This design comes from an exercise in tuning for small area and a short achievable clock period on the open sky130 flow, not from production work.
At most, simulation tests tie the RTL to the original design; equivalence was not proved.
The flow treats the clock pin as an ideal source. Dropping or thinning the clock tree relies on that and would not hold on a real chip.

// alu_top
module alu_top(clk, a, b, op, out, carry_out, over_flow, zero);
Size: about 100 I/O pins.
Settings: LEC_CHECK=0, CAP_MARGIN=20, CORE_MARGIN=2, CORE_UTILIZATION=40, SLEW_MARGIN=20, SYNTH_HIERARCHICAL=1; clock period 14.5 ns.
standard.sh (not shown) runs the stock make flow with config.mk's settings and CLKGATE_MAP_FILE= SYNTH_SCRIPT=/design/flow/synth_recipe.tcl, a recipe that flattens the netlist after the stock synthesis.
==> flow/flow/run.sh <==
#!/bin/bash
# The standard layout (standard.sh) with these changes to how it is made:
#  - the port buffers are sky130 buf_1 rather than the resizer's default pick;
#  - before floorplanning every combinational cell is set to drive strength 1
#    (flow/downsize.tcl), so only the resizer's timing repair sizes cells up;
#  - the timing repair aims at a setup slack margin of SETUP_MARGIN ns;
#  - the clock port drives MCTS_K buffers that each drive the flip-flops of
#    one region (flow/cts_hook.tcl), instead of TritonCTS's two-level tree.
# Each tool's output goes to ORFS's own per-step logs under orfs/logs; make's
# output goes to standard.log.
export BUFFER_PORTS_ARGS="-buffer_cell sky130_fd_sc_hd__buf_1"
export SETUP_SLACK_MARGIN=${SETUP_MARGIN:-10.8}
export PRE_FLOORPLAN_TCL=$PWD/flow/downsize.tcl
export MCTS_K=${MCTS_K:-4}
export MCTS_CELL=${MCTS_CELL:-sky130_fd_sc_hd__buf_12}
export PRE_CTS_TCL=$PWD/flow/cts_hook.tcl
bash standard.sh > standard.log 2>&1
Other scripts of this flow, unchanged in this note and not shown: flow/flow/cts_hook.tcl, flow/flow/downsize.tcl
The baseline went through all stages and came out clean.
Then changed:
--- a/flow/design.v
+++ b/flow/design.v
@@ -23,25 +23,20 @@
 module lf_andn(a, b, y);
 input a, b;
 output y;
 assign y = ~a & b;
 endmodule
 module lf_aoi21(a, b, c, y);
 input a, b, c;
 output y;
 assign y = ~((a & b) | c);
 endmodule
-module lf_g0(a, b, ci, inv, bi, y);
-input a, b, ci, inv, bi;
-output y;
-assign y = ~(a ? (b | ci) : (b ? inv : bi));
-endmodule
 module lf_inv(a, y);
 input a;
 output y;
 assign y = ~a;
 endmodule
 module lf_mux2(s, a, b, y);
 input s, a, b;
 output y;
 assign y = s ? b : a;
 endmodule
@@ -494,21 +489,21 @@
   lf_nand2 u94 (.a(a[22]), .b(pn_63), .y(gn_95));
   lf_nand2 u95 (.a(a[23]), .b(pn_64), .y(gn_96));
   lf_nand2 u96 (.a(a[24]), .b(pn_65), .y(gn_97));
   lf_nand2 u97 (.a(a[25]), .b(pn_66), .y(gn_98));
   lf_nand2 u98 (.a(a[26]), .b(pn_67), .y(gn_99));
   lf_nand2 u99 (.a(a[27]), .b(pn_68), .y(gn_100));
   lf_nand2 u100 (.a(a[28]), .b(pn_69), .y(gn_101));
   lf_nand2 u101 (.a(a[29]), .b(pn_70), .y(gn_102));
   lf_nand2 u102 (.a(a[30]), .b(pn_71), .y(gn_103));
   lf_nand2 u103 (.a(a[31]), .b(pn_72), .y(gn_104));
-  lf_g0 u104 (.a(a[0]), .b(b[0]), .ci(ci), .inv(inv), .bi(bi), .y(G_105));
+  lf_mux2i u104 (.s(pn_41), .a(ci), .b(a[0]), .y(G_105));
   lf_oai21 u105 (.a(pn_42), .b(G_105), .c(gn_74), .y(G_106));
   lf_oai21 u106 (.a(pn_44), .b(gn_75), .c(gn_76), .y(G_107));
   lf_nor2 u107 (.a(pn_44), .b(pn_43), .y(P_108));
   lf_oai21 u108 (.a(pn_46), .b(gn_77), .c(gn_78), .y(G_109));
   lf_nor2 u109 (.a(pn_46), .b(pn_45), .y(P_110));
   lf_oai21 u110 (.a(pn_48), .b(gn_79), .c(gn_80), .y(G_111));
   lf_nor2 u111 (.a(pn_48), .b(pn_47), .y(P_112));
   lf_oai21 u112 (.a(pn_50), .b(gn_81), .c(gn_82), .y(G_113));
   lf_nor2 u113 (.a(pn_50), .b(pn_49), .y(P_114));
   lf_oai21 u114 (.a(pn_52), .b(gn_83), .c(gn_84), .y(G_115));
What happened: Wire length came out lower by 4.2%; register-to-register slack improved by 0.09 ns; die area barely changes; via count went down by 2.5%; clock skew barely changes.
The RTL of the first run of this note was laid out without a check of its function. In every run of this note, the design's own scripts or RTL, not TritonCTS, make the clock network.

* * *

Setup of JK:
Another version of the RTL of alu_top (not shown whole).
For scale: about 440 cells after synthesis, about 100 flip-flops, roughly 100 I/O pins, roughly 0.0047 mm2 of cells after synthesis.
==> module ALU, before the edit <==
module ALU(a, b, addr, out, carry_out, over_flow, zero);
input [31:0] a, b;
input [2:0] addr;
output [31:0] out;
output carry_out, over_flow, zero;
wire op0 = (addr == 3'd0), op1 = (addr == 3'd1), op2 = (addr == 3'd2), op3 = (addr == 3'd3);
wire op4 = (addr == 3'd4), op5 = (addr == 3'd5), op6 = (addr == 3'd6), op7 = (addr == 3'd7);
wire bi  = op1 | op3;
wire inv = op5 | op6;
wire ci  = bi | inv;
wire ep  = op0 | op1 | op2 | op6 | op7;
wire eg  = addr[2];
wire ec  = op0 | op1;
wire [31:0] B = b ^ {32{bi}};
wire [31:0] p = a ^ B;
wire [31:0] g = a & B;
reg [31:0] G, P;
integer l, i;
always @(*) begin
	G = g;
	P = p;
	G[0] = g[0] | (p[0] & ci);
	for (l = 0; l < 5; l = l + 1)
		for (i = (2 << l) - 1; i < 32; i = i + (2 << l)) begin
			G[i] = G[i] | (P[i] & G[i - (1 << l)]);
			P[i] = P[i] & P[i - (1 << l)];
		end
	for (l = 3; l >= 0; l = l - 1)
		for (i = 3 * (1 << l) - 1; i < 32; i = i + (2 << l)) begin
			G[i] = G[i] | (P[i] & G[i - (1 << l)]);
			P[i] = P[i] & P[i - (1 << l)];
		end
end
wire [31:0] c = {G[30:0], ci};
wire c32 = G[31];
assign carry_out = c32 ^ inv;
assign over_flow = c[31] ^ c32;
wire slt = p[31] ^ c32;
wire k = (op3 & slt) | inv;
assign out = ((p & {32{ep}}) | (g & {32{eg}})) ^ ((c & {32{ec}}) | {32{k}});
assign zero = ~|out;
endmodule
clock: 14.5 ns
lec_check: 0
cap_margin: 20
core_margin: 2
core_utilization: 40
slew_margin: 20
==> flow/flow/run.sh <==
#!/bin/bash
export BUFFER_PORTS_ARGS="-buffer_cell sky130_fd_sc_hd__buf_1"
export SETUP_SLACK_MARGIN=10.8
bash standard.sh > standard.log 2>&1
JK went all the way through the flow, and no timing, DRC or antenna check failed.
#### Input delta (MS over JK)
--- a/flow/design.v
+++ b/flow/design.v
@@ -57,8 +57,11 @@
 wire c32 = G[31];
 assign carry_out = c32 ^ inv;
 assign over_flow = c[31] ^ c32;
 wire slt = p[31] ^ c32;
 wire k = (op3 & slt) | inv;
-assign out = ((p & {32{ep}}) | (g & {32{eg}})) ^ ((c & {32{ec}}) | {32{k}});
-assign zero = ~|out;
+wire [31:0] L = (p & {32{ep}}) | (g & {32{eg}});
+assign out = L ^ ((c & {32{ec}}) | {32{k}});
+wire [31:0] t = {a[30:0] | B[30:0], ci};
+wire [31:0] zt = L ^ ((t & {32{ec}}) | {32{inv}});
+assign zero = ~|zt & ~(op3 & slt);
 endmodule
==> run notes <==
As far as setup-violating endpoint count in the final report goes, MS and JK are indistinguishable; the numbers are identical.
From MS to JK, H-tree depth did not move at all.
Looking only at overall routing resource usage, and setting everything else aside, the lower value of JK and MS goes to JK.
When MS is measured against JK, its complex-gate fraction of the synthesized area turns out 1.4 points higher.
| post-route met1 wirelength | lower: JK |
Portion of netlist area occupied by mux cells is lower on JK
Sum of negative setup slack: MS vs JK identical
Re clock-buffer cell count: JK and MS aren't equal, and the higher value belongs to JK.
Cmp JK and MS / area added between synthesis and finish / higher: JK
No run of this note included a check of the RTL's function; only the layout flow was run.

-- static timing again, ports no longer ideal --
The flow's constraints put no driver on any port. The routed layouts listed below were extracted and timed again, unchanged, in two steps. Step 1: set_driving_cell puts a clkbuf_16 on clk and a buf_2 on each other input, an assumption about the parent block. Step 2 also shifts input and output timing later by t, the mid clock arrival at the registers, as if the neighbouring blocks saw the same clock. Slacks: ideal / step 1 / step 2; pairs: ideal / step 1.
| run | t, ns | slack for setup (ns) | cell pins on the clock port's net |
|---|---|---|---|
| the first run of note 1 | 0.209 | 10.932 / 10.855 / 10.969 | 4 |
| the second run of note 1 | 0.212 | 10.945 / 10.865 / 11.058 | 4 |
| JK | 0.389 | 10.770 / 10.748 / 10.770 | 1 |
| MS | 0.400 | 10.769 / 10.725 / 10.923 | 1 |
After both steps every run listed still meets setup and hold.
